This is an optimization exercise on Yosys and OpenROAD, whose aim is small area, not a production implementation. RTL that was checked went through simulation tests only; none was proved equivalent to the original. Only the layout flow was run in run 1; the RTL was not checked for function there. Power figures rest on the tool's default switching activity, not on a simulated workload.

===== flow/run.sh =====
#!/bin/bash
# Standard layout (standard.sh), with two changes:
#  - every port is buffered by the smallest buffer (buf_1) instead of the default choice;
#  - before floorplan, combinational cells that synthesis sized up get their smallest drive strength
#    (flow/downsize.tcl); the flow's own repair steps size up again where timing needs it.
# Each tool's full output stays in orfs/logs/; the output of standard.sh is also kept in standard.log.
set -euo pipefail
export BUFFER_PORTS_ARGS="-buffer_cell sky130_fd_sc_hd__buf_1"
export PRE_FLOORPLAN_TCL="$PWD/flow/downsize.tcl"
bash standard.sh > standard.log 2>&1

===== flow/downsize.tcl =====
# Sourced before floorplan (PRE_FLOORPLAN_TCL): give every combinational cell that synthesis sized up
# the smallest drive strength of its kind (same function, _0 or _1). Timing repair later in the flow
# sizes cells up again where a path needs it. Registers, taps and fill cells are left alone.
set db [ord::get_db]
set block [ord::get_db_block]
set swapped 0
foreach inst [$block getInsts] {
  set master [$inst getMaster]
  set name [$master getName]
  if {![regexp {^(sky130_fd_sc_hd__([a-z0-9]+))_([0-9]+)$} $name -> base kind drive]} { continue }
  if {[regexp {^(df|sdf|edf|dl|tap|fill|decap|conb|diode|clk)} $kind]} { continue }
  set best $master
  set best_area [expr {[$master getWidth] * [$master getHeight]}]
  foreach d {0 1} {
    set cand [$db findMaster ${base}_$d]
    if {$cand eq "NULL" || $cand eq ""} { continue }
    set area [expr {[$cand getWidth] * [$cand getHeight]}]
    if {$area < $best_area} { set best $cand; set best_area $area }
  }
  if {$best ne $master} {
    $inst swapMaster $best
    incr swapped
  }
}
puts "downsize: $swapped cells given their smallest drive strength"

===== standard.sh =====
#!/bin/bash
# synth_recipe.tcl (not shown) runs the flow's synth.tcl, then flattens the netlist and writes it again
# the make line also repeats each setting of config.mk as NAME=value (left out here)
make -C /OpenROAD-flow-scripts/flow DESIGN_CONFIG=/design/flow/config.mk WORK_HOME=/design/flow/orfs CLKGATE_MAP_FILE= SYNTH_SCRIPT=/design/flow/synth_recipe.tcl "${@:-finish}"

===== config.mk =====
export PLATFORM = sky130hd
export DESIGN_NAME = cross_bar_top
export DESIGN_NICKNAME = cross_bar_top
export VERILOG_FILES = /design/flow/design.v
export SDC_FILE = /design/flow/constraint.sdc
export NUM_CORES = 4
export LEC_CHECK = 0
export CAP_MARGIN = 5
export CELL_PAD_IN_SITES_DETAIL_PLACEMENT = 1
export CELL_PAD_IN_SITES_GLOBAL_PLACEMENT = 2
export CORE_AREA = 4 4 196 196
export CTS_BUF_LIST = sky130_fd_sc_hd__clkbuf_8
export DIE_AREA = 0 0 200 200
export GPL_TIMING_DRIVEN = 0
export SLEW_MARGIN = 5
export SYNTH_HIERARCHICAL = 1

===== constraint.sdc =====
create_clock -name core_clock -period 5.0 [get_ports {clk}]
set_input_delay 1.0000 -clock core_clock [delete_from_list [all_inputs] [get_ports {clk}]]
set_output_delay 1.0000 -clock core_clock [all_outputs]
set_load 0.01 [all_outputs]

===== design.v =====
module cross_bar_rr_arbiter
(
    input  wire [3:0] r,                    
    input  wire [3:0] nq,                   
    input  wire       roll,
    input  wire [3:0] grant,
    input  wire [2:0] ptr,
    output wire       roll_early,
    output wire [3:0] grant_next,
    output wire [2:0] ptr_next
);
wire fall01, fall23, any_q, none_r, rise;
cross_bar_o22ai  u_fall01 (.a1(nq[0]), .a2(r[0]), .b1(nq[1]), .b2(r[1]), .y(fall01));
cross_bar_o22ai  u_fall23 (.a1(nq[2]), .a2(r[2]), .b1(nq[3]), .b2(r[3]), .y(fall23));
cross_bar_nand4  u_any_q  (.a(nq[0]), .b(nq[1]), .c(nq[2]), .d(nq[3]), .y(any_q));
cross_bar_nor4   u_none_r (.a(r[0]), .b(r[1]), .c(r[2]), .d(r[3]), .y(none_r));
cross_bar_nor2   u_rise   (.a(any_q), .b(none_r), .y(rise));
cross_bar_or3    u_roll   (.a(fall01), .b(fall23), .c(rise), .y(roll_early));
wire nm0, nm2, nm01, u0, u1, u2;
wire [3:0] x;
cross_bar_nand2   u_nm0  (.a(r[0]), .b(ptr[0]), .y(nm0));
cross_bar_nand2   u_nm2  (.a(r[2]), .b(ptr[2]), .y(nm2));
cross_bar_a22oi   u_nm01 (.a1(r[0]), .a2(ptr[0]), .b1(r[1]), .b2(ptr[1]), .y(nm01));
cross_bar_and3b   u_u0   (.an(r[3]), .b(nm2), .c(nm01), .y(u0));
cross_bar_nor3b   u_u1   (.a(r[0]), .b(r[3]), .cn(nm2), .y(u1));
cross_bar_nor3    u_u2   (.a(r[0]), .b(r[1]), .c(r[3]), .y(u2));
cross_bar_o211ai  u_x0   (.a1(ptr[0]), .a2(u0), .b1(r[0]), .c1(roll), .y(x[0]));
cross_bar_o2111ai u_x1   (.a1(ptr[1]), .a2(u1), .b1(r[1]), .c1(nm0), .d1(roll), .y(x[1]));
cross_bar_o2111ai u_x2   (.a1(ptr[2]), .a2(u2), .b1(r[2]), .c1(nm01), .d1(roll), .y(x[2]));
cross_bar_nand4   u_x3   (.a(roll), .b(r[3]), .c(nm01), .d(nm2), .y(x[3]));
genvar k;
generate
  for (k = 0; k < 4; k = k + 1) begin: next_gen
      cross_bar_mux2i u_next (.s(grant[k]), .a0(x[k]), .a1(roll), .y(grant_next[k]));
  end
endgenerate
wire h0, h1, h2;
cross_bar_nor2 u_h0 (.a(grant[3]), .b(ptr[0]), .y(h0));
cross_bar_nor4 u_p0 (.a(grant[0]), .b(grant[1]), .c(grant[2]), .d(h0), .y(ptr_next[0]));
cross_bar_nor3 u_h1 (.a(grant[3]), .b(grant[0]), .c(ptr[1]), .y(h1));
cross_bar_nor3 u_p1 (.a(grant[1]), .b(grant[2]), .c(h1), .y(ptr_next[1]));
cross_bar_nor4 u_h2 (.a(grant[3]), .b(grant[0]), .c(grant[1]), .d(ptr[2]), .y(h2));
cross_bar_nor2 u_p2 (.a(grant[2]), .b(h2), .y(ptr_next[2]));
endmodule
module cross_bar_nand3  (input wire a, b, c, output wire y);         assign y = ~(a & b & c);          endmodule
module cross_bar_nand3b (input wire an, b, c, output wire y);        assign y = ~(~an & b & c);        endmodule
module cross_bar_nand4  (input wire a, b, c, d, output wire y);      assign y = ~(a & b & c & d);      endmodule
module cross_bar_and3   (input wire a, b, c, output wire y);         assign y = a & b & c;             endmodule
module cross_bar_and3b  (input wire an, b, c, output wire y);        assign y = ~an & b & c;           endmodule
module cross_bar_nor2   (input wire a, b, output wire y);            assign y = ~(a | b);              endmodule
module cross_bar_nor3   (input wire a, b, c, output wire y);         assign y = ~(a | b | c);          endmodule
module cross_bar_nor3b  (input wire a, b, cn, output wire y);        assign y = ~(a | b | ~cn);        endmodule
module cross_bar_nor4   (input wire a, b, c, d, output wire y);      assign y = ~(a | b | c | d);      endmodule
module cross_bar_or3    (input wire a, b, c, output wire y);         assign y = a | b | c;             endmodule
module cross_bar_or3b   (input wire a, b, cn, output wire y);        assign y = a | b | ~cn;           endmodule
module cross_bar_a22oi  (input wire a1, a2, b1, b2, output wire y);  assign y = ~((a1 & a2) | (b1 & b2)); endmodule
module cross_bar_o22ai  (input wire a1, a2, b1, b2, output wire y);  assign y = ~((a1 | a2) & (b1 | b2)); endmodule
module cross_bar_o211ai (input wire a1, a2, b1, c1, output wire y);  assign y = ~((a1 | a2) & b1 & c1);   endmodule
module cross_bar_o2111ai(input wire a1, a2, b1, c1, d1, output wire y); assign y = ~((a1 | a2) & b1 & c1 & d1); endmodule
module cross_bar_mux2i  (input wire s, a0, a1, output wire y);       assign y = ~(s ? a1 : a0);        endmodule
module cross_bar_master
#(
    parameter SLAVE_N = 4,
    parameter DATA_W  = 32
)
(
    output wire                           master_ack,
    output wire [DATA_W - 1: 0]           master_rdata,
    input  wire [SLAVE_N - 1: 0]          slave_ack,
    input  wire [SLAVE_N * DATA_W - 1: 0] slave_rdata,
    input  wire [SLAVE_N - 1: 0]          sgrant
);
cross_bar_ao4 #(.W(1 + DATA_W)) mux (
                              .sel (sgrant),
                              .in0 ({slave_ack[0], slave_rdata[0 * DATA_W +: DATA_W]}),
                              .in1 ({slave_ack[1], slave_rdata[1 * DATA_W +: DATA_W]}),
                              .in2 ({slave_ack[2], slave_rdata[2 * DATA_W +: DATA_W]}),
                              .in3 ({slave_ack[3], slave_rdata[3 * DATA_W +: DATA_W]}),
                              .out ({master_ack, master_rdata})
                           );
endmodule
module cross_bar_ao4
#(
    parameter W = 1
)
(
    input  wire [3:0]     sel,
    input  wire [W - 1:0] in0,
    input  wire [W - 1:0] in1,
    input  wire [W - 1:0] in2,
    input  wire [W - 1:0] in3,
    output wire [W - 1:0] out
);
genvar b;
generate
  for (b = 0; b < W; b = b + 1) begin: bit_gen
      wire n012;
      wire n3;
      cross_bar_aoi222 g012 (.a0(sel[0]), .b0(in0[b]), .a1(sel[1]), .b1(in1[b]), .a2(sel[2]), .b2(in2[b]), .y(n012));
      cross_bar_nand2  g3   (.a(sel[3]), .b(in3[b]), .y(n3));
      cross_bar_nand2  gout (.a(n012),   .b(n3),     .y(out[b]));
  end
endgenerate
endmodule
module cross_bar_aoi222
(
    input  wire a0, b0, a1, b1, a2, b2,
    output wire y
);
assign y = ~((a0 & b0) | (a1 & b1) | (a2 & b2));
endmodule
module cross_bar_nand2
(
    input  wire a, b,
    output wire y
);
assign y = ~(a & b);
endmodule
module cross_bar_slave
#(
    parameter MASTER_N = 4,
    parameter ADDR_W   = 32,
    parameter DATA_W   = 32
)
(
    input  wire [MASTER_N - 1: 0]           grant,
    input  wire [MASTER_N - 1: 0]           master_req,
    input  wire [MASTER_N * ADDR_W - 1: 0]  master_addr,
    input  wire [MASTER_N - 1: 0]           master_cmd,
    input  wire [MASTER_N * DATA_W - 1: 0]  master_wdata,
    output wire                             slave_req,
    output wire [ADDR_W - 1: 0]             slave_addr,
    output wire                             slave_cmd,
    output wire [DATA_W - 1: 0]             slave_wdata
);
localparam W = 2 + ADDR_W + DATA_W;
wire [W - 1: 0] in0 = {master_req[0], master_cmd[0], master_addr[0 * ADDR_W +: ADDR_W], master_wdata[0 * DATA_W +: DATA_W]};
wire [W - 1: 0] in1 = {master_req[1], master_cmd[1], master_addr[1 * ADDR_W +: ADDR_W], master_wdata[1 * DATA_W +: DATA_W]};
wire [W - 1: 0] in2 = {master_req[2], master_cmd[2], master_addr[2 * ADDR_W +: ADDR_W], master_wdata[2 * DATA_W +: DATA_W]};
wire [W - 1: 0] in3 = {master_req[3], master_cmd[3], master_addr[3 * ADDR_W +: ADDR_W], master_wdata[3 * DATA_W +: DATA_W]};
cross_bar_ao4 #(.W(W)) mux (
                              .sel (grant),
                              .in0 (in0),
                              .in1 (in1),
                              .in2 (in2),
                              .in3 (in3),
                              .out ({slave_req, slave_cmd, slave_addr, slave_wdata})
                           );
endmodule
module cross_bar_top
(
    input  wire           clk,
    input  wire           aresetn,
    input  wire [3:0]     master_req,
    input  wire [127:0]   master_addr,
    input  wire [3:0]     master_cmd,
    input  wire [127:0]   master_wdata,
    output wire [3:0]     master_ack,
    output wire [127:0]   master_rdata,
    output wire [3:0]     slave_req,
    output wire [127:0]   slave_addr,
    output wire [3:0]     slave_cmd,
    output wire [127:0]   slave_wdata,
    input  wire [3:0]     slave_ack,
    input  wire [127:0]   slave_rdata
);
localparam MASTER_N = 4;
localparam SLAVE_N  = 4;
localparam ADDR_W   = 32;
localparam DATA_W   = 32;
reg [MASTER_N - 1: 0] preq_v;
reg [MASTER_N - 1: 0] preq_s1;
reg [MASTER_N - 1: 0] preq_s0;
integer m;
always @(posedge clk or negedge aresetn)
  if (!aresetn)
  begin
      preq_v  <= {MASTER_N{1'b0}};
      preq_s1 <= {MASTER_N{1'b0}};
      preq_s0 <= {MASTER_N{1'b0}};
  end
  else
  begin
      preq_v <= master_req;
      for (m = 0; m < MASTER_N; m = m + 1)
      begin
          preq_s1[m] <= master_addr[m * ADDR_W + ADDR_W - 1];
          preq_s0[m] <= master_addr[m * ADDR_W + ADDR_W - 2];
      end
  end
wire [SLAVE_N * MASTER_N - 1: 0] r;
wire [SLAVE_N * MASTER_N - 1: 0] nq;
genvar i;
generate
  for (i = 0; i < MASTER_N; i = i + 1) begin: decode_gen
      wire v  = master_req[i];
      wire a1 = master_addr[i * ADDR_W + ADDR_W - 1];
      wire a0 = master_addr[i * ADDR_W + ADDR_W - 2];
      cross_bar_nor3b u_r0  (.a(a1), .b(a0), .cn(v), .y(r[0 * MASTER_N + i]));
      cross_bar_and3b u_r1  (.an(a1), .b(a0), .c(v), .y(r[1 * MASTER_N + i]));
      cross_bar_and3b u_r2  (.an(a0), .b(a1), .c(v), .y(r[2 * MASTER_N + i]));
      cross_bar_and3  u_r3  (.a(a1), .b(a0), .c(v), .y(r[3 * MASTER_N + i]));
      cross_bar_or3b  u_nq0 (.a(preq_s1[i]), .b(preq_s0[i]), .cn(preq_v[i]), .y(nq[0 * MASTER_N + i]));
      cross_bar_nand3b u_nq1 (.an(preq_s1[i]), .b(preq_s0[i]), .c(preq_v[i]), .y(nq[1 * MASTER_N + i]));
      cross_bar_nand3b u_nq2 (.an(preq_s0[i]), .b(preq_s1[i]), .c(preq_v[i]), .y(nq[2 * MASTER_N + i]));
      cross_bar_nand3 u_nq3 (.a(preq_s1[i]), .b(preq_s0[i]), .c(preq_v[i]), .y(nq[3 * MASTER_N + i]));
  end
endgenerate
reg  [SLAVE_N - 1: 0]            roll_d1;
reg  [SLAVE_N - 1: 0]            roll;
reg  [SLAVE_N * MASTER_N - 1: 0] grant;              
reg  [SLAVE_N * 3 - 1: 0]        ptr;                
wire [SLAVE_N - 1: 0]            roll_early;
wire [SLAVE_N * MASTER_N - 1: 0] grant_next;
wire [SLAVE_N * 3 - 1: 0]        ptr_next;
generate
  for (i = 0; i < SLAVE_N; i = i + 1) begin: arbiter_gen
      cross_bar_rr_arbiter arbiter (
                              .r          (r[i * MASTER_N +: MASTER_N]),
                              .nq         (nq[i * MASTER_N +: MASTER_N]),
                              .roll       (roll[i]),
                              .grant      (grant[i * MASTER_N +: MASTER_N]),
                              .ptr        (ptr[i * 3 +: 3]),
                              .roll_early (roll_early[i]),
                              .grant_next (grant_next[i * MASTER_N +: MASTER_N]),
                              .ptr_next   (ptr_next[i * 3 +: 3])
                             );
  end
endgenerate
always @(posedge clk or negedge aresetn)
  if (!aresetn)
  begin
      roll_d1 <= {SLAVE_N{1'b0}};
      roll    <= {SLAVE_N{1'b0}};
      grant   <= {SLAVE_N * MASTER_N{1'b0}};
      ptr     <= {SLAVE_N * 3{1'b1}};
  end
  else
  begin
      roll_d1 <= roll_early;
      roll    <= roll_d1;
      grant   <= grant_next;
      ptr     <= ptr_next;
  end
generate
  for (i = 0; i < SLAVE_N; i = i + 1) begin: slave_instance_gen
      cross_bar_slave #(.MASTER_N(MASTER_N), .ADDR_W(ADDR_W), .DATA_W(DATA_W)) slv (
                              .grant        (grant[i * MASTER_N +: MASTER_N]),
                              .master_req   (master_req),
                              .master_addr  (master_addr),
                              .master_cmd   (master_cmd),
                              .master_wdata (master_wdata),
                              .slave_req    (slave_req[i]),
                              .slave_addr   (slave_addr[i * ADDR_W +: ADDR_W]),
                              .slave_cmd    (slave_cmd[i]),
                              .slave_wdata  (slave_wdata[i * DATA_W +: DATA_W])
                           );
  end
endgenerate
generate
  for (i = 0; i < MASTER_N; i = i + 1) begin: master_instance_gen
      cross_bar_master #(.SLAVE_N(SLAVE_N), .DATA_W(DATA_W)) mst (
                              .master_ack   (master_ack[i]),
                              .master_rdata (master_rdata[i * DATA_W +: DATA_W]),
                              .slave_ack    (slave_ack),
                              .slave_rdata  (slave_rdata),
                              .sgrant       ({grant[3 * MASTER_N + i], grant[2 * MASTER_N + i],
                                              grant[1 * MASTER_N + i], grant[0 * MASTER_N + i]})
                           );
  end
endgenerate
endmodule

==> results.ini, run 1 <==
[status]
status=stopped before the end
haltStage=3_2_place_iop
firstError=[ERROR PPL-0024] Number of IO pins (794) exceeds maximum number of available positions (718). Increase the die perimeter from 800.00um to 1079.84um.

[floorplanning]
fp.dieH_um=200
start_util_pct=24.87
die_x_um=200
rows=70

[logic_synthesis]
syn_inst=1372
synth_nets=1770
ys.warnings.count=7

==> run 2: changes to the inputs <==
--- a/design.v
+++ b/design.v
@@ -5,8 +5,8 @@
     input  wire       roll,
     input  wire [3:0] grant,
-    input  wire [2:0] ptr,
+    input  wire [1:0] ptr_e,
     output wire       roll_early,
     output wire [3:0] grant_next,
-    output wire [2:0] ptr_next
+    output wire [1:0] ptr_e_next
 );
 wire fall01, fall23, any_q, none_r, rise;
@@ -17,4 +17,8 @@
 cross_bar_nor2   u_rise   (.a(any_q), .b(none_r), .y(rise));
 cross_bar_or3    u_roll   (.a(fall01), .b(fall23), .c(rise), .y(roll_early));
+wire [2:0] ptr;
+cross_bar_and2    u_ptr0 (.a(ptr_e[1]), .b(ptr_e[0]), .y(ptr[0]));
+assign ptr[1] = ptr_e[1];
+cross_bar_or2     u_ptr2 (.a(ptr_e[1]), .b(ptr_e[0]), .y(ptr[2]));
 wire nm0, nm2, nm01, u0, u1, u2;
 wire [3:0] x;
@@ -35,11 +39,9 @@
   end
 endgenerate
-wire h0, h1, h2;
-cross_bar_nor2 u_h0 (.a(grant[3]), .b(ptr[0]), .y(h0));
-cross_bar_nor4 u_p0 (.a(grant[0]), .b(grant[1]), .c(grant[2]), .d(h0), .y(ptr_next[0]));
-cross_bar_nor3 u_h1 (.a(grant[3]), .b(grant[0]), .c(ptr[1]), .y(h1));
-cross_bar_nor3 u_p1 (.a(grant[1]), .b(grant[2]), .c(h1), .y(ptr_next[1]));
-cross_bar_nor4 u_h2 (.a(grant[3]), .b(grant[0]), .c(grant[1]), .d(ptr[2]), .y(h2));
-cross_bar_nor2 u_p2 (.a(grant[2]), .b(h2), .y(ptr_next[2]));
+wire h1, h0;
+cross_bar_nor3 u_h1 (.a(grant[3]), .b(grant[0]), .c(ptr_e[1]), .y(h1));
+cross_bar_nor3 u_p1 (.a(grant[1]), .b(grant[2]), .c(h1), .y(ptr_e_next[1]));
+cross_bar_nor3 u_h0 (.a(grant[3]), .b(grant[1]), .c(ptr_e[0]), .y(h0));
+cross_bar_nor3 u_p0 (.a(grant[0]), .b(grant[2]), .c(h0), .y(ptr_e_next[0]));
 endmodule
 module cross_bar_nand3  (input wire a, b, c, output wire y);         assign y = ~(a & b & c);          endmodule
@@ -48,4 +50,6 @@
 module cross_bar_and3   (input wire a, b, c, output wire y);         assign y = a & b & c;             endmodule
 module cross_bar_and3b  (input wire an, b, c, output wire y);        assign y = ~an & b & c;           endmodule
+module cross_bar_and2   (input wire a, b, output wire y);            assign y = a & b;                 endmodule
+module cross_bar_or2    (input wire a, b, output wire y);            assign y = a | b;                 endmodule
 module cross_bar_nor2   (input wire a, b, output wire y);            assign y = ~(a | b);              endmodule
 module cross_bar_nor3   (input wire a, b, c, output wire y);         assign y = ~(a | b | c);          endmodule
@@ -210,8 +214,8 @@
 reg  [SLAVE_N - 1: 0]            roll;
 reg  [SLAVE_N * MASTER_N - 1: 0] grant;              
-reg  [SLAVE_N * 3 - 1: 0]        ptr;                
+reg  [SLAVE_N * 2 - 1: 0]        ptr_e;              
 wire [SLAVE_N - 1: 0]            roll_early;
 wire [SLAVE_N * MASTER_N - 1: 0] grant_next;
-wire [SLAVE_N * 3 - 1: 0]        ptr_next;
+wire [SLAVE_N * 2 - 1: 0]        ptr_e_next;
 generate
   for (i = 0; i < SLAVE_N; i = i + 1) begin: arbiter_gen
@@ -221,8 +225,8 @@
                               .roll       (roll[i]),
                               .grant      (grant[i * MASTER_N +: MASTER_N]),
-                              .ptr        (ptr[i * 3 +: 3]),
+                              .ptr_e      (ptr_e[i * 2 +: 2]),
                               .roll_early (roll_early[i]),
                               .grant_next (grant_next[i * MASTER_N +: MASTER_N]),
-                              .ptr_next   (ptr_next[i * 3 +: 3])
+                              .ptr_e_next (ptr_e_next[i * 2 +: 2])
                              );
   end
@@ -234,5 +238,5 @@
       roll    <= {SLAVE_N{1'b0}};
       grant   <= {SLAVE_N * MASTER_N{1'b0}};
-      ptr     <= {SLAVE_N * 3{1'b1}};
+      ptr_e   <= {SLAVE_N * 2{1'b1}};
   end
   else
@@ -241,5 +245,5 @@
       roll    <= roll_d1;
       grant   <= grant_next;
-      ptr     <= ptr_next;
+      ptr_e   <= ptr_e_next;
   end
 generate
==> flow/run.sh (replaced) <==
#!/bin/bash
# Standard layout (standard.sh), with these changes:
#  - every port is buffered by the smallest buffer (buf_1) instead of the default choice;
#  - pins may sit on every routing track (the die is smaller than the default pin spacing allows);
#  - before floorplan, combinational cells that synthesis sized up get their smallest drive strength
#    (flow/downsize.tcl); the flow's own repair steps size up again where timing needs it.
# Each tool's full output stays in orfs/logs/; the output of standard.sh is also kept in standard.log.
set -euo pipefail
export BUFFER_PORTS_ARGS="-buffer_cell sky130_fd_sc_hd__buf_1"
export PLACE_PINS_ARGS="-min_distance 1 -min_distance_in_tracks"
export PRE_FLOORPLAN_TCL="$PWD/flow/downsize.tcl"
bash standard.sh > standard.log 2>&1
--- a/config.mk
+++ b/config.mk
@@ -9,7 +9,7 @@
 export CELL_PAD_IN_SITES_DETAIL_PLACEMENT = 1
 export CELL_PAD_IN_SITES_GLOBAL_PLACEMENT = 2
-export CORE_AREA = 4 4 196 196
+export CORE_AREA = 5 5 215 215
 export CTS_BUF_LIST = sky130_fd_sc_hd__clkbuf_8
-export DIE_AREA = 0 0 200 200
+export DIE_AREA = 0 0 220 220
 export GPL_TIMING_DRIVEN = 0
 export SLEW_MARGIN = 5
==> run 2 against run 1 <==
Now clean on timing, DRC and antenna; synthesized cell count is 0.29% lower.
==> results.ini, run 2 <==
[cts]
cts_resized=0
root_buffer=clkbuf_8
htree_levels=2
clock_path_buffers=2
hold_buffers=0
path_clk_slew_ns=0.10
cts_setup_buffers=0
cts_sinks=44
insertion_delay_ns=0.30
cts_tree=built
numCtsBuffers=5

[cells_and_area]
final_core_util_pct=30.82
regMostFlops=grant
nNetsFinal=2587
biggestRegsByFlops=grant: 16 flops, ptr_e: 8 flops
drive_above_1_share_pct=2.466
mostFrequentLayoutCell=nand2_1
largest_reg_flops=16
layout_common_cells=nand2_1 (800), buf_1 (792), a222oi_1 (396)

[floorplanning]
ios=794
core_sq_um=43930
start_util_pct=20.46  ; -4.4 points
fp.dieH_um=220  ; +10%
die_x_um=220  ; +10%
rows=77  ; +10%
die_area_sq_um=48400

[placement]
dp_hpwl_um=59780
gp_congestion=0.9444
port_buffers=793

[job]
cap_violations=0

[sta]
period_minus_slack_ns=3.311
fin_hold_ws_ns=0.3544
fmax_mhz=302.0
finalHoldViolCount=0
worstMarginPinSlew_ns=0.9423
skew_ns=0.009960
finalSetupViolCount=0
rsz0062_at_grt=no
drv_slew=0
relSlewSlack_pct=37.18
period_share_pct=66.21
setup_tns_ns=0

[route]
drc=0
wl_per_cell_um=31.48
antenna_left=0
vias=18170
drtIter0Drc=3547
first_pass_iters=14
routed_wl_um=89150
post_drt_via_cell_ratio=6.416

[setup_path]
worst_setup_path_start_kind=flip-flop
cp.required_ns=4.00
cp-end-kind=output port
slowest_stage=dfrtp_4
max_stage_delay_ns=0.90
worst-path-buf-inv=2
worst_ep_arrival_time_ns=2.31
critPathTopFamily=flip-flops
path_max_fanout=57
path_class=reg -> out
startpoint=grant[2]
worstPathCellList=buf_16, a222oi_1, nand2_1, buf_1
r2r-start=grant[1]

[global_routing]
grt_pass1_vias=17390
grt_pass1_wl_um=123300
antenna_found_initial=57
grt_max_degree=62
grt_util_all_layers_pct=33.39
gr-total-overflow=0

[logic_synthesis]
syn_inst=1368  ; -0.29%
synth_nets=1766  ; -0.23%
ys.warnings.count=7  ; unchanged

[status]
status=finished clean

[power]
total_power_mw=4.000
powerDensity_nw_per_um2=295.5
total_leakage_power_nw=5.428
vdd_drop_max_v=0.0001434

[min_path]
hold_path.class=reg -> reg
worstHoldStart=roll_d1[3]

-- run 2: final cells by class --
cell class / count / area (sq um)
Tap cell: 592 / 740.7
Antenna cell: 50 / 125.1
Multi-Input combinational cell: 1324 / 7878
Timing Repair Buffer: 814 / 3526
Sequential cell: 44 / 1171
Clock buffer: 6 / 82.58
Clock inverter: 2 / 15.01
Fill cell: 5953 / 30390
-- run 2: power by group --
part / leakage [nW] / switching (mW) / total, mW / internal, mW
clock network: 0.0437 / 0.133 / 0.245 / 0.112
logic: 4.88 / 1.97 / 2.97 / 1.00
registers: 0.505 / 0.337 / 0.783 / 0.447
-- run 2: final timing paths --
path	end	slack (ns)	cells after the start
setup / recovery	master_rdata[87]	1.69	4
hold / removal	roll[3]	0.35	0
setup reg to reg	ptr_e[0]	3.35	3
hold reg to reg	roll[3]	0.35	0
max in group asynchronous	ptr_e[3]	3.69	2
min in group asynchronous	grant[1]	0.69	1
-- run 2: metrics by stage --
step	setup slack (ns)	std cells	area, sq um
CTS	1.682	2782	13410
global placement	-1.031	2753	12710
finish	1.689	2832	13540
global route	1.539	2825	13520
floorplan	1.625	1368	8989
detailed placement	2.034	2774	13320
-- run 2: worst register-to-register path, stage by stage, from the launching register on --
cell and delay [ns]:
dfrtp_4 0.97, buf_16 0.34, nor3_1 0.11, nor3_1 0.16
-- run 2: metal layers --
metal	track usage [%]	up-vias	wire, um
li1	-	7578	-
met1	38.51	8995	32150
met2	51.99	1256	40790
met3	10.06	325	8610
met4	25.03	16	7489
met5	0	-	108
==> run 3: changes to the inputs <==
--- a/flow/run.sh
+++ b/flow/run.sh
@@ -4,5 +4,7 @@
 #  - pins may sit on every routing track (the die is smaller than the default pin spacing allows);
 #  - before floorplan, combinational cells that synthesis sized up get their smallest drive strength
-#    (flow/downsize.tcl); the flow's own repair steps size up again where timing needs it.
+#    (flow/downsize.tcl); the flow's own repair steps size up again where timing needs it;
+#  - before repair_design, each net with 40 or more loads is split into groups of at most 50 nearby
+#    loads, each driven by a buf_2 at its centre (flow/fanout.tcl).
 # Each tool's full output stays in orfs/logs/; the output of standard.sh is also kept in standard.log.
 set -euo pipefail
@@ -10,3 +12,4 @@
 export PLACE_PINS_ARGS="-min_distance 1 -min_distance_in_tracks"
 export PRE_FLOORPLAN_TCL="$PWD/flow/downsize.tcl"
+export PRE_RESIZE_TCL="$PWD/flow/fanout.tcl"
 bash standard.sh > standard.log 2>&1
==> flow/fanout.tcl (new file) <==
# Sourced before repair_design (PRE_RESIZE_TCL), after global placement: split each high-fanout signal net
# into groups of nearby loads and give each group a small buffer at the group's centre, instead of
# leaving repair_design to drive the whole net through one large buffer.
set fo_max   50
set fo_cell  sky130_fd_sc_hd__buf_2
set fo_limit 40

proc fo_split {items maxn} {
  # items: list of {x y name}; recursive bisection along the wider side
  if {[llength $items] <= $maxn} { return [list $items] }
  set xs [lmap i $items {lindex $i 0}]
  set ys [lmap i $items {lindex $i 1}]
  set dx [expr {[tcl::mathfunc::max {*}$xs] - [tcl::mathfunc::min {*}$xs]}]
  set dy [expr {[tcl::mathfunc::max {*}$ys] - [tcl::mathfunc::min {*}$ys]}]
  set k [expr {$dx >= $dy ? 0 : 1}]
  set sorted [lsort -real -index $k $items]
  set n [llength $sorted]
  # split so that the first half holds a multiple of maxn where possible
  set groups [expr {($n + $maxn - 1) / $maxn}]
  set h [expr {(($groups + 1) / 2) * $n / $groups}]
  return [concat [fo_split [lrange $sorted 0 [expr {$h - 1}]] $maxn] [fo_split [lrange $sorted $h end] $maxn]]
}

set block [ord::get_db_block]
set dbu [$block getDbUnitsPerMicron]
set nbuf 0
set nnet 0
foreach net [$block getNets] {
  if {[$net getSigType] ne "SIGNAL"} { continue }
  if {[llength [$net getBTerms]] > 0} { continue }
  set snet [sta::db_net_to_sta $net]
  set loads {}
  foreach pin [sta::net_load_pins $snet] {
    set it [sta::sta_to_db_pin $pin]
    if {$it eq "NULL" || $it eq ""} { continue }
    set b [[$it getInst] getBBox]
    lappend loads [list [expr {([$b xMin] + [$b xMax]) / 2}] [expr {([$b yMin] + [$b yMax]) / 2}] $pin]
  }
  if {[llength $loads] < $fo_limit} { continue }
  incr nnet
  foreach g [fo_split $loads $fo_max] {
    set sx 0; set sy 0
    foreach i $g { set sx [expr {$sx + [lindex $i 0]}]; set sy [expr {$sy + [lindex $i 1]}] }
    set cx [expr {$sx / [llength $g] / double($dbu)}]
    set cy [expr {$sy / [llength $g] / double($dbu)}]
    set pins [lmap i $g {lindex $i 2}]
    insert_buffer -buffer_cell $fo_cell -net $snet -load_pins $pins -location [list $cx $cy]
    incr nbuf
  }
}
puts "fanout: $nbuf buffers ($fo_cell, groups of at most $fo_max) on $nnet nets"
==> run 3 against run 2 <==
First-iteration DRC count decreased by 6.1%; combinational power increased by 7.7%; largest cell class unchanged; cell count increased by 0.92%.
==> results.ini, run 3 <==
[status]
status=finished clean

[placement]
port_buffers=793  ; unchanged
dp.cells=2802  ; +1.0%
gp_congestion=0.9444  ; unchanged
place_area_sq_um=12950  ; -2.7%
place_ws_ns=1.904  ; -0.1297 ns
dp_hpwl_um=63200  ; +5.7%

[cts]
root_buffer=clkbuf_8
path_clk_slew_ns=0.10  ; about the same
cts_setup_buffers=0  ; unchanged
numCtsBuffers=5  ; unchanged
hold_buffers=0  ; unchanged
cts_sinks=44  ; unchanged
cts_tree=built
cts_resized=0  ; unchanged
clock_path_buffers=2  ; unchanged
htree_levels=2  ; unchanged
insertion_delay_ns=0.30  ; about the same

[sta]
finalHoldViolCount=0  ; unchanged
fin_hold_ws_ns=0.3539  ; -0.0004920 ns
relSlewSlack_pct=30.39  ; -6.8 points
fin_ws_ns=1.431  ; -0.2578 ns
drv_slew=0  ; unchanged
period_minus_slack_ns=3.569  ; +0.2578 ns
fmax_mhz=280.2  ; -7.2%
worstMarginPinSlew_ns=1.044  ; +0.1019 ns
skew_ns=0.01398  ; +0.004024 ns
rsz0062_at_grt=no
period_share_pct=71.37  ; +5.2 points
setup_tns_ns=0  ; unchanged
finalSetupViolCount=0  ; unchanged

[min_path]
worstHoldStart=roll_d1[3]
hold_path.class=reg -> reg

[route]
first_pass_iters=13  ; -1
routed_wl_um=92890  ; +4.2%
antenna_left=0  ; unchanged
vias=18580  ; +2.3%
wl_per_cell_um=32.50  ; +3.3%
drc=0  ; unchanged
post_drt_via_cell_ratio=6.502  ; +1.3%
drtIter0Drc=3332  ; -6.1%

[power]
p_sw_mw=2.493  ; +2.1%
p_clk_share_pct=6.2  ; about the same
pwr-share-seq_pct=13.5  ; -6.1 points
p_int_mw=1.492  ; -4.3%
vdd_drop_max_v=0.0001117  ; -22%
total_power_mw=3.985  ; -0.38%
switching_share_pct=62.56  ; +1.5 points
total_leakage_power_nw=5.489  ; +1.1%
powerDensity_nw_per_um2=302.6  ; +2.4%
comb_power_share_pct=80.2  ; +5.9 points

[setup_path]
r2r-start=grant[1]
max_stage_delay_ns=0.84  ; -0.06 ns
cp-end-kind=output port
worstPathCellList=buf_2, a222oi_1, nand2_1, buf_1
cp.required_ns=4.00  ; about the same
slowest_stage=buf_2
path_max_fanout=34  ; -40%
startpoint=grant[1]
worst_setup_path_start_kind=flip-flop
worst_ep_arrival_time_ns=2.57  ; +0.26 ns
path_class=reg -> out

[cells_and_area]
final_core_util_pct=29.97  ; -0.84 points
regMostFlops=grant
final_cells=2858  ; +0.92%
fillCellCount=6044  ; +1.5%
mostFrequentLayoutCell=nand2_1
biggestRegsByFlops=grant: 16 flops, ptr_e: 8 flops
fin_area_sq_um=13170  ; -2.7%
nNetsFinal=2615  ; +1.1%
layout_common_cells=nand2_1 (800), buf_1 (793), a222oi_1 (396)
drive_above_1_share_pct=2.931  ; +0.46 points
largest_reg_flops=16  ; unchanged

[floorplanning]
die_x_um=220  ; unchanged
die_area_sq_um=48400  ; unchanged
start_util_pct=20.46  ; unchanged
rows=77  ; unchanged
ios=794  ; unchanged
fp.dieH_um=220  ; unchanged
core_sq_um=43930  ; unchanged

[global_routing]
grt_max_degree=45  ; -27%
gr-total-overflow=0  ; unchanged
antenna_found_initial=61  ; +7.0%
grt_pass1_wl_um=127100  ; +3.1%
grt_pass1_vias=17710  ; +1.9%
grt_util_all_layers_pct=34.67  ; +1.3 points

[logic_synthesis]
ys.warnings.count=7  ; unchanged
synth_nets=1766  ; unchanged
syn_inst=1368  ; unchanged

[job]
cap_violations=0  ; unchanged

==> run 3: changes by cell type in the layout (fill, tap and decap cells not counted), sizes merged <==
cell / change
inv: +1
diode: -2
buf: +28
clkinvlp: -2
clkinv: +1
==> run 3: worst paths after layout <==
check / to / slack (ns) / cells after the start
max in group asynchronous: grant[10] / 3.26 / 2
hold / removal: roll[3] / 0.35 / 0
min in group asynchronous: preq_s0[3] / 1.09 / 2
setup reg to reg: ptr_e[0] / 3.04 / 3
setup / recovery: master_rdata[45] / 1.43 / 4
hold reg to reg: roll[3] / 0.35 / 0
==> run 3: critical path, delay by kind of cell (launching register included) <==
| family | cells | cell delay, ns |
|---|---|---|
| AO/OA/AOI/OAI | 1 | 0.26 |
| buffers and inverters | 2 | 1.12 |
| flip-flops | 1 | 0.72 |
| AND/OR/NAND/NOR | 1 | 0.12 |
==> run 3: cell type report <==
| cell class | count | area [sq um] | share of cell area, % |
|---|---|---|---|
| timing repair buffer | 842 | 3222 | 24.47 |
| antenna | 48 | 120.1 | 0.9122 |
| multi-input combinational | 1324 | 7878 | 59.83 |
| clock inverter | 2 | 13.76 | 0.1045 |
| tap | 592 | 740.7 | 5.625 |
| clock buffer | 6 | 82.58 | 0.6271 |
| sequential | 44 | 1111 | 8.438 |
==> run 3: metal layers <==
| metal | global-route usage [%] | up-vias | share of wire [%] |
|---|---|---|---|
| li1 | - | 7625 | - |
| met1 | 39.54 | 9057 | 35 |
| met2 | 53.93 | 1507 | 45 |
| met3 | 10.85 | 366 | 11 |
| met4 | 26.59 | 28 | 8.8 |
| met5 | 0 | - | 0.20 |
==> run 3: power groups by stage <==
stage | clock network, mW | logic [mW] | registers [mW]
2_1_floorplan | 0 | 1.33 | 0.754
3_3_place_gp | 0 | 2.54 | 1.12
3_5_place_dp | 0 | 3.09 | 0.542
4_1_cts | 0.253 | 3.10 | 0.535
5_1_grt | 0.269 | 3.35 | 0.547
6_report | 0.248 | 3.20 | 0.539
==> run 4: changes to the inputs <==
--- a/flow/run.sh
+++ b/flow/run.sh
@@ -6,5 +6,6 @@
 #    (flow/downsize.tcl); the flow's own repair steps size up again where timing needs it;
 #  - before repair_design, each net with 40 or more loads is split into groups of at most 50 nearby
-#    loads, each driven by a buf_2 at its centre (flow/fanout.tcl).
+#    loads, each driven by a buf_2 at its centre (flow/fanout.tcl);
+#  - clock tree synthesis inserts no dummy loads.
 # Each tool's full output stays in orfs/logs/; the output of standard.sh is also kept in standard.log.
 set -euo pipefail
@@ -13,3 +14,4 @@
 export PRE_FLOORPLAN_TCL="$PWD/flow/downsize.tcl"
 export PRE_RESIZE_TCL="$PWD/flow/fanout.tcl"
+export CTS_ARGS="-sink_clustering_enable -repair_clock_nets -buf_list sky130_fd_sc_hd__clkbuf_8 -dont_use_dummy_load"
 bash standard.sh > standard.log 2>&1
==> run 4 against run 3 <==
Cell count is the same; die area is the same; clock-buffer cell count shrank 1; wire length is essentially flat; global-route usage is essentially flat; synthesized cell count is the same; via count is essentially flat; largest cell class unchanged; clock skew grew 0.018 ns; highest routed layer unchanged; non-clock buffer count is the same; hold slack lost 0.0029 ns; register-to-register slack gained 0.02 ns; clock power shrank 17%; critical path type unchanged; largest power group unchanged.
==> results.ini, run 4 <==
[status]
status=finished clean

[cts]
cts_sinks=44  ; unchanged
cts_resized=0  ; unchanged
hold_buffers=0  ; unchanged
htree_levels=2  ; unchanged
clock_path_buffers=2  ; unchanged
path_clk_slew_ns=0.07  ; -0.03 ns
root_buffer=clkbuf_8
cts_tree=built
insertion_delay_ns=0.30  ; about the same
numCtsBuffers=5  ; unchanged
cts_setup_buffers=0  ; unchanged

[power]
total_leakage_power_nw=5.473  ; -0.28%
powerDensity_nw_per_um2=299.8  ; -0.93%
vdd_drop_max_v=0.0001117  ; about the same

[cells_and_area]
fillCellCount=6042  ; -0.033%
largest_reg_flops=16  ; unchanged
biggestRegsByFlops=grant: 16 flops, ptr_e: 8 flops
drive_above_1_share_pct=2.799  ; -0.13 points
layout_common_cells=nand2_1 (800), buf_1 (793), a222oi_1 (396)
nNetsFinal=2615  ; unchanged
final_cells=2858  ; unchanged
regMostFlops=grant
fin_area_sq_um=13150  ; -0.15%
mostFrequentLayoutCell=nand2_1

[setup_path]
worst_ep_arrival_time_ns=2.58  ; about the same
cp-end-kind=output port
cp.required_ns=4.00  ; about the same
worst_setup_path_start_kind=flip-flop
path_class=reg -> out
r2r-start=grant[1]
r2r_end=ptr_e[0]
reg2regPathDepth=3  ; unchanged
path_max_fanout=34  ; unchanged
r2r_setup_slack_ns=3.06  ; +0.02 ns

[floorplanning]
ios=794  ; unchanged
die_x_um=220  ; unchanged
core_sq_um=43930  ; unchanged
start_util_pct=20.46  ; unchanged
rows=77  ; unchanged
fp.dieH_um=220  ; unchanged
die_area_sq_um=48400  ; unchanged

[placement]
port_buffers=793  ; unchanged
place_area_sq_um=12950  ; unchanged
dp.cells=2802  ; unchanged
dp_hpwl_um=63200  ; unchanged
gp_congestion=0.9444  ; unchanged

[sta]
finalHoldViolCount=0  ; unchanged
setup_tns_ns=0  ; unchanged
drv_slew=0  ; unchanged
rsz0062_at_grt=no
fin_hold_ws_ns=0.3510  ; -0.002910 ns
period_share_pct=71.63  ; +0.26 points
skew_ns=0.03197  ; +0.01798 ns
finalSetupViolCount=0  ; unchanged
worstMarginPinSlew_ns=1.032  ; -0.01223 ns
fmax_mhz=279.2  ; -0.36%
period_minus_slack_ns=3.582  ; +0.01304 ns
relSlewSlack_pct=31.20  ; +0.82 points

[route]
drtIter0Drc=3504  ; +5.2%
post_drt_via_cell_ratio=6.497  ; about the same
drc=0  ; unchanged
first_pass_iters=14  ; +1
antenna_left=0  ; unchanged
routed_wl_um=92910  ; about the same
vias=18570  ; -0.086%
wl_per_cell_um=32.51  ; about the same

[global_routing]
grt_util_all_layers_pct=34.67  ; about the same
grt_pass1_wl_um=127100  ; about the same
antenna_found_initial=61  ; unchanged
grt_pass1_vias=17700  ; -0.062%
grt_max_degree=45  ; unchanged
gr-total-overflow=0  ; unchanged

[logic_synthesis]
synth_nets=1766  ; unchanged
syn_inst=1368  ; unchanged
ys.warnings.count=7  ; unchanged

[min_path]
min_delay_worst_endpoint=roll[3]
holdPathStages=0  ; unchanged
hold_path.class=reg -> reg
worstHoldStart=roll_d1[3]

[job]
cap_violations=0  ; unchanged

-- run 4: metal layers --
metal | global-route usage [%] | up-vias | routed length, um
met3 | 10.85 | 352 | 9922
met1 | 39.51 | 9121 | 33060
met2 | 53.88 | 1443 | 41730
li1 | - | 7627 | -
met4 | 26.71 | 24 | 8050
met5 | 0 | - | 148
-- run 4: through the flow --
step | util, % | total power, mW | setup slack (ns)
detailed placement | 29.48 | 3.634 | 1.904
CTS | 29.64 | 3.854 | 1.562
floorplan | - | 2.081 | 1.625
global route | 29.89 | 4.127 | 1.394
global placement | 28.92 | 3.659 | -1.031
finish | 29.93 | 3.942 | 1.418
-- run 4: worst max path at each step --
| stage | from | end | slack, ns | depth (start not counted) |
|---|---|---|---|---|
| floorplan | grant[1] | master_ack[1] | 1.63 | 2 |
| global placement | grant[3] | master_rdata[124] | -1.03 | 3 |
| detailed placement | grant[1] | master_rdata[45] | 1.90 | 4 |
| CTS | grant[1] | master_rdata[45] | 1.56 | 4 |
| global route | grant[3] | master_rdata[109] | 1.39 | 4 |
| finish | grant[3] | master_rdata[109] | 1.42 | 4 |
-- run 4: critical path, cell delays in order (launching register included) --
cell	delay, ns
dfrtp_1	0.65
buf_2	0.83
a222oi_1	0.26
nand2_1	0.11
buf_1	0.43
-- run 4: layout make-up --
class	instances	area [sq um]	area share (%)
Antenna cell	51	127.6	0.9707
Clock buffer	5	68.82	0.5234
Multi-Input combinational cell	1324	7878	59.92
Sequential cell	44	1111	8.451
Tap cell	592	740.7	5.634
Timing Repair Buffer	842	3222	24.51
-- run 4: power by group --
| group | internal, mW | switching, mW | total, mW |
|---|---|---|---|
| clock | 0.0904 | 0.116 | 0.206 |
| sequential | 0.441 | 0.0972 | 0.539 |
| combinational | 0.937 | 2.26 | 3.20 |
| total | 1.47 | 2.47 | 3.94 |
==> run 5: changes to the inputs <==
--- a/flow/run.sh
+++ b/flow/run.sh
@@ -2,5 +2,4 @@
 # Standard layout (standard.sh), with these changes:
 #  - every port is buffered by the smallest buffer (buf_1) instead of the default choice;
-#  - pins may sit on every routing track (the die is smaller than the default pin spacing allows);
 #  - before floorplan, combinational cells that synthesis sized up get their smallest drive strength
 #    (flow/downsize.tcl); the flow's own repair steps size up again where timing needs it;
@@ -11,5 +10,4 @@
 set -euo pipefail
 export BUFFER_PORTS_ARGS="-buffer_cell sky130_fd_sc_hd__buf_1"
-export PLACE_PINS_ARGS="-min_distance 1 -min_distance_in_tracks"
 export PRE_FLOORPLAN_TCL="$PWD/flow/downsize.tcl"
 export PRE_RESIZE_TCL="$PWD/flow/fanout.tcl"
--- a/config.mk
+++ b/config.mk
@@ -9,7 +9,7 @@
 export CELL_PAD_IN_SITES_DETAIL_PLACEMENT = 1
 export CELL_PAD_IN_SITES_GLOBAL_PLACEMENT = 2
-export CORE_AREA = 5 5 215 215
+export CORE_AREA = 5 5 285 125
 export CTS_BUF_LIST = sky130_fd_sc_hd__clkbuf_8
-export DIE_AREA = 0 0 220 220
+export DIE_AREA = 0 0 290 130
 export GPL_TIMING_DRIVEN = 0
 export SLEW_MARGIN = 5
==> run 5 against run 4 <==
Hold slack improved by 0.0025 ns; register-to-register slack better by 0.07 ns; non-clock buffer count stayed put; core utilization grew 9.6 points; critical path depth stayed put.
==> results.ini, run 5 <==
[sta]
worstMarginPinSlew_ns=1.044  ; +0.01195 ns
finalHoldViolCount=0  ; unchanged
period_minus_slack_ns=3.803  ; +0.2214 ns
drv_slew=0  ; unchanged
rsz0062_at_grt=no
period_share_pct=76.06  ; +4.4 points
skew_ns=0.01665  ; -0.01532 ns
finalSetupViolCount=0  ; unchanged
fmax_mhz=263.0  ; -5.8%
fin_hold_ws_ns=0.3535  ; +0.002503 ns
relSlewSlack_pct=30.41  ; -0.80 points

[setup_path]
path_max_fanout=34  ; unchanged
worst_setup_path_start_kind=flip-flop
r2r_setup_slack_ns=3.13  ; +0.07 ns
worst_ep_arrival_time_ns=2.80  ; +0.22 ns
slowest_stage=buf_2
r2r_end=ptr_e[7]
reg2regPathDepth=3  ; unchanged
worst-path-buf-inv=2  ; unchanged
worstPathCellList=buf_2, a222oi_1, nand2_1, buf_1
cp-end-kind=output port
path_class=reg -> out
max_stage_delay_ns=0.81  ; -0.02 ns
cp.required_ns=4.00  ; about the same
critPathTopFamily=buffers and inverters
r2r-start=grant[12]

[power]
total_leakage_power_nw=5.473  ; about the same
p_sw_mw=2.525  ; +2.1%
pwr-share-seq_pct=13.6  ; about the same
switching_share_pct=63.23  ; +0.50 points
p_int_mw=1.469  ; about the same
comb_power_share_pct=81.0  ; about the same
powerDensity_nw_per_um2=308.7  ; +3.0%
p_clk_share_pct=5.4  ; +0.2 points
vdd_drop_max_v=0.0001326  ; +19%

[cells_and_area]
multi_input_area_sq_um=7878  ; unchanged
biggestRegsByFlops=grant: 16 flops, ptr_e: 8 flops
regMostFlops=grant
layout_common_cells=nand2_1 (800), buf_1 (793), a222oi_1 (396)
largest_reg_flops=16  ; unchanged
mostFrequentLayoutCell=nand2_1
final_cells=2703  ; -5.4%
fillCellCount=4635  ; -23%
seq_area_sq_um=1111  ; unchanged
fin_area_sq_um=12940  ; -1.6%
nNetsFinal=2615  ; unchanged
drive_above_1_share_pct=2.799  ; unchanged

[global_routing]
gr-total-overflow=0  ; unchanged
grt_pass1_wl_um=132300  ; +4.1%
antenna_found_initial=62  ; +1.6%
grt_util_all_layers_pct=47.39  ; +13 points
grt_max_degree=45  ; unchanged
grt_pass1_vias=16360  ; -7.6%

[floorplanning]
start_util_pct=27.48  ; +7.0 points
core_sq_um=32710  ; -26%
fp.dieH_um=130  ; -41%
die_area_sq_um=37700  ; -22%
ios=794  ; unchanged
rows=43  ; -44%
die_x_um=290  ; +32%

[route]
antenna_left=0  ; unchanged
vias=19130  ; +3.1%
first_pass_iters=15  ; +1
wl_per_cell_um=36.66  ; +13%
drc=0  ; unchanged
drtIter0Drc=5367  ; +53%
routed_wl_um=99090  ; +6.7%
post_drt_via_cell_ratio=7.079  ; +9.0%

[min_path]
min_delay_worst_endpoint=roll[3]
hold_path.class=reg -> reg
worstHoldStart=roll_d1[3]
holdPathStages=0  ; unchanged

[cts]
hold_buffers=0  ; unchanged
cts_tree=built
cts_setup_buffers=0  ; unchanged
numCtsBuffers=5  ; unchanged
path_clk_slew_ns=0.09  ; +0.02 ns
cts_resized=0  ; unchanged
cts_sinks=44  ; unchanged
root_buffer=clkbuf_8
htree_levels=2  ; unchanged
insertion_delay_ns=0.32  ; +0.02 ns
clock_path_buffers=2  ; unchanged

[placement]
gp_congestion=0.9685  ; +2.6%
dp_hpwl_um=73530  ; +16%
dp.cells=2660  ; -5.1%
place_area_sq_um=12770  ; -1.4%
port_buffers=793  ; unchanged

[logic_synthesis]
synth_nets=1766  ; unchanged
ys.warnings.count=7  ; unchanged
syn_inst=1368  ; unchanged

[status]
status=finished clean

[job]
cap_violations=0  ; unchanged

==> run 5: worst max path at each step <==
| stage | from | end | slack, ns | cells past startpoint |
|---|---|---|---|---|
| 2_1_floorplan | grant[1] | master_ack[1] | 1.63 | 2 |
| 3_3_place_gp | grant[3] | master_rdata[99] | -0.84 | 3 |
| 3_5_place_dp | grant[1] | master_rdata[35] | 1.83 | 4 |
| 4_1_cts | grant[1] | master_rdata[35] | 1.49 | 4 |
| 5_1_grt | grant[2] | master_rdata[67] | 1.32 | 4 |
| 6_report | grant[1] | master_rdata[35] | 1.20 | 4 |
==> run 5: layout make-up <==
type                            count  area share [%]
Multi-Input combinational cell   1324           60.89
Timing Repair Buffer              842           24.90
Sequential cell                    44           8.588
Tap cell                          450           4.352
Antenna cell                       38          0.7350
Clock buffer                        5          0.5319
==> run 5: power by group through the flow <==
| stage | logic [mW] | clock network [mW] | registers, mW |
|---|---|---|---|
| final | 3.24 | 0.215 | 0.542 |
| after global routing | 3.33 | 0.236 | 0.544 |
| after CTS | 3.10 | 0.214 | 0.531 |
| after detailed placement | 3.09 | 0 | 0.536 |
| after global placement | 2.57 | 0 | 1.07 |
| after floorplan | 1.33 | 0 | 0.754 |
==> run 5: through the flow <==
step	power, mW	utilization [%]	setup WS, ns	TNS (ns)
2_1_floorplan	2.081	-	1.625	0
4_1_cts	3.848	39.26	1.495	0
5_1_grt	4.116	39.30	1.325	0
3_5_place_dp	3.630	39.05	1.833	0
6_report	3.994	39.55	1.197	0
3_3_place_gp	3.642	38.30	-0.8364	-189.04
==> run 5: per-layer routing <==
| metal | up-vias | share of wire (%) | track usage [%] |
|---|---|---|---|
| met4 | 76 | 3.2 | 9.848 |
| met3 | 334 | 21 | 30.88 |
| li1 | 7630 | - | - |
| met2 | 1841 | 39 | 65.45 |
| met5 | - | 0.50 | 3.537 |
| met1 | 9253 | 36 | 61.36 |
==> run 6: changes to the inputs <==
--- a/design.v
+++ b/design.v
@@ -73,13 +73,16 @@
     input  wire [SLAVE_N - 1: 0]          slave_ack,
     input  wire [SLAVE_N * DATA_W - 1: 0] slave_rdata,
-    input  wire [SLAVE_N - 1: 0]          sgrant
+    input  wire [DATA_W: 0]               nslave3,
+    input  wire [SLAVE_N - 1: 0]          sgrant,
+    input  wire                           nsgrant3               
 );
 cross_bar_ao4 #(.W(1 + DATA_W)) mux (
-                              .sel (sgrant),
-                              .in0 ({slave_ack[0], slave_rdata[0 * DATA_W +: DATA_W]}),
-                              .in1 ({slave_ack[1], slave_rdata[1 * DATA_W +: DATA_W]}),
-                              .in2 ({slave_ack[2], slave_rdata[2 * DATA_W +: DATA_W]}),
-                              .in3 ({slave_ack[3], slave_rdata[3 * DATA_W +: DATA_W]}),
-                              .out ({master_ack, master_rdata})
+                              .sel  (sgrant[2:0]),
+                              .nsel3(nsgrant3),
+                              .in0  ({slave_ack[0], slave_rdata[0 * DATA_W +: DATA_W]}),
+                              .in1  ({slave_ack[1], slave_rdata[1 * DATA_W +: DATA_W]}),
+                              .in2  ({slave_ack[2], slave_rdata[2 * DATA_W +: DATA_W]}),
+                              .nin3 (nslave3),
+                              .out  ({master_ack, master_rdata})
                            );
 endmodule
@@ -89,9 +92,10 @@
 )
 (
-    input  wire [3:0]     sel,
+    input  wire [2:0]     sel,
+    input  wire           nsel3,
     input  wire [W - 1:0] in0,
     input  wire [W - 1:0] in1,
     input  wire [W - 1:0] in2,
-    input  wire [W - 1:0] in3,
+    input  wire [W - 1:0] nin3,
     output wire [W - 1:0] out
 );
@@ -100,8 +104,6 @@
   for (b = 0; b < W; b = b + 1) begin: bit_gen
       wire n012;
-      wire n3;
       cross_bar_aoi222 g012 (.a0(sel[0]), .b0(in0[b]), .a1(sel[1]), .b1(in1[b]), .a2(sel[2]), .b2(in2[b]), .y(n012));
-      cross_bar_nand2  g3   (.a(sel[3]), .b(in3[b]), .y(n3));
-      cross_bar_nand2  gout (.a(n012),   .b(n3),     .y(out[b]));
+      cross_bar_o21ai  gout (.a1(nsel3), .a2(nin3[b]), .b1(n012), .y(out[b]));
   end
 endgenerate
@@ -113,4 +115,18 @@
 );
 assign y = ~((a0 & b0) | (a1 & b1) | (a2 & b2));
+endmodule
+module cross_bar_o21ai
+(
+    input  wire a1, a2, b1,
+    output wire y
+);
+assign y = ~((a1 | a2) & b1);
+endmodule
+module cross_bar_inv
+(
+    input  wire a,
+    output wire y
+);
+assign y = ~a;
 endmodule
 module cross_bar_nand2
@@ -129,4 +145,6 @@
 (
     input  wire [MASTER_N - 1: 0]           grant,
+    input  wire                             ngrant3,
+    input  wire [1 + 1 + ADDR_W + DATA_W - 1: 0] nmaster3,    
     input  wire [MASTER_N - 1: 0]           master_req,
     input  wire [MASTER_N * ADDR_W - 1: 0]  master_addr,
@@ -142,12 +160,12 @@
 wire [W - 1: 0] in1 = {master_req[1], master_cmd[1], master_addr[1 * ADDR_W +: ADDR_W], master_wdata[1 * DATA_W +: DATA_W]};
 wire [W - 1: 0] in2 = {master_req[2], master_cmd[2], master_addr[2 * ADDR_W +: ADDR_W], master_wdata[2 * DATA_W +: DATA_W]};
-wire [W - 1: 0] in3 = {master_req[3], master_cmd[3], master_addr[3 * ADDR_W +: ADDR_W], master_wdata[3 * DATA_W +: DATA_W]};
 cross_bar_ao4 #(.W(W)) mux (
-                              .sel (grant),
-                              .in0 (in0),
-                              .in1 (in1),
-                              .in2 (in2),
-                              .in3 (in3),
-                              .out ({slave_req, slave_cmd, slave_addr, slave_wdata})
+                              .sel  (grant[2:0]),
+                              .nsel3(ngrant3),
+                              .in0  (in0),
+                              .in1  (in1),
+                              .in2  (in2),
+                              .nin3 (nmaster3),
+                              .out  ({slave_req, slave_cmd, slave_addr, slave_wdata})
                            );
 endmodule
@@ -247,8 +265,33 @@
       ptr_e   <= ptr_e_next;
   end
+localparam MW = 1 + 1 + ADDR_W + DATA_W;
+localparam SW = 1 + DATA_W;
+wire [MW - 1: 0] master3 = {master_req[3], master_cmd[3], master_addr[3 * ADDR_W +: ADDR_W], master_wdata[3 * DATA_W +: DATA_W]};
+wire [SW - 1: 0] slave3  = {slave_ack[3], slave_rdata[3 * DATA_W +: DATA_W]};
+wire [MW - 1: 0] nmaster3;
+wire [SW - 1: 0] nslave3;
+wire [SLAVE_N - 1: 0]  ngrant_m3;                   
+wire [MASTER_N - 1: 0] ngrant_s3;                   
+generate
+  for (i = 0; i < MW; i = i + 1) begin: nmaster3_gen
+      cross_bar_inv u_inv (.a(master3[i]), .y(nmaster3[i]));
+  end
+  for (i = 0; i < SW; i = i + 1) begin: nslave3_gen
+      cross_bar_inv u_inv (.a(slave3[i]), .y(nslave3[i]));
+  end
+  for (i = 0; i < SLAVE_N; i = i + 1) begin: ngrant_m3_gen
+      cross_bar_inv u_inv (.a(grant[i * MASTER_N + 3]), .y(ngrant_m3[i]));
+  end
+  for (i = 0; i < MASTER_N - 1; i = i + 1) begin: ngrant_s3_gen
+      cross_bar_inv u_inv (.a(grant[3 * MASTER_N + i]), .y(ngrant_s3[i]));
+  end
+endgenerate
+assign ngrant_s3[MASTER_N - 1] = ngrant_m3[SLAVE_N - 1];
 generate
   for (i = 0; i < SLAVE_N; i = i + 1) begin: slave_instance_gen
       cross_bar_slave #(.MASTER_N(MASTER_N), .ADDR_W(ADDR_W), .DATA_W(DATA_W)) slv (
                               .grant        (grant[i * MASTER_N +: MASTER_N]),
+                              .ngrant3      (ngrant_m3[i]),
+                              .nmaster3     (nmaster3),
                               .master_req   (master_req),
                               .master_addr  (master_addr),
@@ -269,4 +312,6 @@
                               .slave_ack    (slave_ack),
                               .slave_rdata  (slave_rdata),
+                              .nslave3      (nslave3),
+                              .nsgrant3     (ngrant_s3[i]),
                               .sgrant       ({grant[3 * MASTER_N + i], grant[2 * MASTER_N + i],
                                               grant[1 * MASTER_N + i], grant[0 * MASTER_N + i]})
--- a/config.mk
+++ b/config.mk
@@ -9,7 +9,7 @@
 export CELL_PAD_IN_SITES_DETAIL_PLACEMENT = 1
 export CELL_PAD_IN_SITES_GLOBAL_PLACEMENT = 2
-export CORE_AREA = 5 5 285 125
+export CORE_AREA = 5 5 270 270
 export CTS_BUF_LIST = sky130_fd_sc_hd__clkbuf_8
-export DIE_AREA = 0 0 290 130
+export DIE_AREA = 0 0 275 275
 export GPL_TIMING_DRIVEN = 0
 export SLEW_MARGIN = 5
==> run 6 against run 5 <==
Final area hardly changed; non-clock buffer count is 3 lower; worst setup slack worse by 0.40 ns; clock power is 9% lower; combinational power is 3% lower; maximum frequency is 9.5% lower; die area is 100% higher.
==> results.ini, run 6 <==
[sta]
relSlewSlack_pct=7.388  ; -23 points
period_minus_slack_ns=4.203  ; +0.4001 ns
drv_slew=0  ; unchanged
finalSetupViolCount=0  ; unchanged
fmax_mhz=237.9  ; -9.5%
worstMarginPinSlew_ns=1.389  ; +0.3453 ns
fin_ws_ns=0.7970  ; -0.4001 ns
skew_ns=0.01756  ; +0.0009172 ns
setup_tns_ns=0  ; unchanged
rsz0062_at_grt=no
finalHoldViolCount=0  ; unchanged
period_share_pct=84.06  ; +8.0 points

[power]
powerDensity_nw_per_um2=301.0  ; -2.5%
comb_power_share_pct=81.0  ; about the same
vdd_drop_max_v=0.0001084  ; -18%
pwr-share-seq_pct=14.0  ; +0.4 points
p_int_mw=1.475  ; +0.43%
switching_share_pct=62.11  ; -1.1 points
p_clk_share_pct=5.0  ; -0.4 points
p_sw_mw=2.418  ; -4.2%
total_leakage_power_nw=3.845  ; -30%

[cells_and_area]
seq_area_sq_um=1115  ; +0.34%
nNetsFinal=2322  ; -11%
biggestRegsByFlops=grant: 16 flops, ptr_e: 8 flops
regMostFlops=grant
mostFrequentLayoutCell=buf_1
multi_input_area_sq_um=6887  ; -13%
final_core_util_pct=18.53  ; -21 points
largest_reg_flops=16  ; unchanged
layout_common_cells=buf_1 (793), a222oi_1 (396), o21ai_1 (396)
drive_above_1_share_pct=3.382  ; +0.58 points
fillCellCount=8829  ; +90%

[cts]
path_clk_slew_ns=0.08  ; about the same
numCtsBuffers=5  ; unchanged
cts_tree=built
hold_buffers=0  ; unchanged
root_buffer=clkbuf_8
cts_setup_buffers=0  ; unchanged
cts_resized=0  ; unchanged
cts_sinks=44  ; unchanged
htree_levels=2  ; unchanged
insertion_delay_ns=0.29  ; -0.03 ns
clock_path_buffers=2  ; unchanged

[setup_path]
path_class=reg -> out
reg2regPathDepth=2  ; -1
max_stage_delay_ns=0.91  ; +0.10 ns
cp-end-kind=output port
cp.required_ns=4.00  ; about the same
worst_setup_path_start_kind=flip-flop
worst_ep_arrival_time_ns=3.20  ; +0.40 ns
worstPathCellList=buf_2, inv_2, o21ai_1, buf_1
path_max_fanout=35  ; +2.9%
slowest_stage=buf_2

[placement]
dp_hpwl_um=66630  ; -9.4%
port_buffers=793  ; unchanged
gp_congestion=0.8737  ; -9.8%
place_ws_ns=1.118  ; -0.7150 ns

[min_path]
hold_path.class=reg -> reg
holdPathStages=0  ; unchanged

[status]
status=finished clean

[route]
post_drt_via_cell_ratio=5.955  ; -16%
drc=0  ; unchanged
wl_per_cell_um=31.70  ; -14%
routed_wl_um=91030  ; -8.1%
antenna_left=0  ; unchanged
drtIter0Drc=3357  ; -37%
vias=17100  ; -11%
first_pass_iters=14  ; -1

[global_routing]
grt_pass1_vias=16810  ; +2.8%
grt_pass1_wl_um=123800  ; -6.4%
antenna_found_initial=14  ; -77%
grt_util_all_layers_pct=21.45  ; -26 points
gr-total-overflow=0  ; unchanged
grt_max_degree=51  ; +13%

[floorplanning]
start_util_pct=12.03  ; -15 points
core_sq_um=69790  ; +110%
die_x_um=275  ; -5.2%
ios=794  ; unchanged
fp.dieH_um=275  ; +110%
rows=97  ; +130%
die_area_sq_um=75630  ; +100%

[logic_synthesis]
synth_nets=1476  ; -16%
syn_inst=1078  ; -21%
ys.warnings.count=7  ; unchanged

[job]
cap_violations=0  ; unchanged

run 6: critical path, delay by kind of cell, from the launching register on:
| family | cells | cell delay [ns] |
|---|---|---|
| flip-flops | 1 | 0.51 |
| buffers and inverters | 3 | 1.82 |
| AO/OA/AOI/OAI | 1 | 0.52 |
run 6: layout make-up:
type                       instances  area share, %
clock buffer                       5         0.5321
inverter                         106          3.076
sequential                        44          8.619
antenna                            9         0.1741
multi-input combinational        928          53.25
tap                              940          9.094
timing repair buffer             839          25.26
run 6: final timing paths:
check,start,end,slack (ns)
worst max-delay path,grant[14],master_rdata[66],0.80
worst min-delay path,roll_d1[1],roll[1],0.35
worst max register to register,grant[6],grant[6],2.99
worst min register to register,roll_d1[1],roll[1],0.35
max in group asynchronous,aresetn,grant[7],3.25
min in group asynchronous,aresetn,preq_s0[0],1.06
run 6: per-layer routing:
metal	GRT usage, %	wire length [um]	vias up	share of wire (%)
li1	-	-	7015	-
met1	26.67	34160	8539	38
met2	36.52	43460	1371	48
met3	4.640	10100	173	11
met4	7.714	3305	0	3.6
met5	0	0	-	0
run 6: stage by stage:
step                instance area [sq um]  std cells  total power [mW]  hold WS [ns]
CTS                                 12890       2861             3.883        0.3611
floorplan                            8396       1078             2.050        0.3312
global route                        12920       2867             4.117        0.3644
detailed placement                  12820       2856             3.671        0.3394
finish                              12930       2871             3.893        0.3542
global placement                    12550       2811             3.612        0.3334
run 6: power by group through the flow:
stage                     Sequential [mW]  Clock, mW  Combinational (mW)
after floorplan                     0.692          0                1.36
after global placement              0.981          0                2.63
after detailed placement            0.558          0                3.11
after CTS                           0.553      0.205                3.13
after global routing                0.561      0.222                3.33
final                               0.543      0.196                3.15

-- static timing again, ports no longer ideal --
The flow's constraints put no driver on any port. The routed layouts listed below were extracted and timed again, unchanged, in two steps. Step 1 assumes that a clkbuf_16 drives the clock port and a buf_2 every other input. Step 2 times the ports against the registers' clock, not the clock port: input delays grow and output delays shrink by t, the midpoint of the rising clock arrivals with the driver on. Slacks: ideal / step 1 / step 2; pairs: ideal / step 1.
run | shift t [ns] | setup WS [ns] | slew at the worst register clock pin (ns)
run 2 | 0.336 | 1.689 / 1.653 / 1.989 | 0.10 / 0.10
run 3 | 0.337 | 1.431 / 1.393 / 1.730 | 0.10 / 0.10
run 4 | 0.323 | 1.418 / 1.380 / 1.703 | 0.10 / 0.10
run 5 | 0.345 | 1.197 / 1.159 / 1.504 | 0.09 / 0.09
run 6 | 0.315 | 0.797 / 0.768 / 1.083 | 0.08 / 0.08
After both steps setup and hold are still met in every run listed.
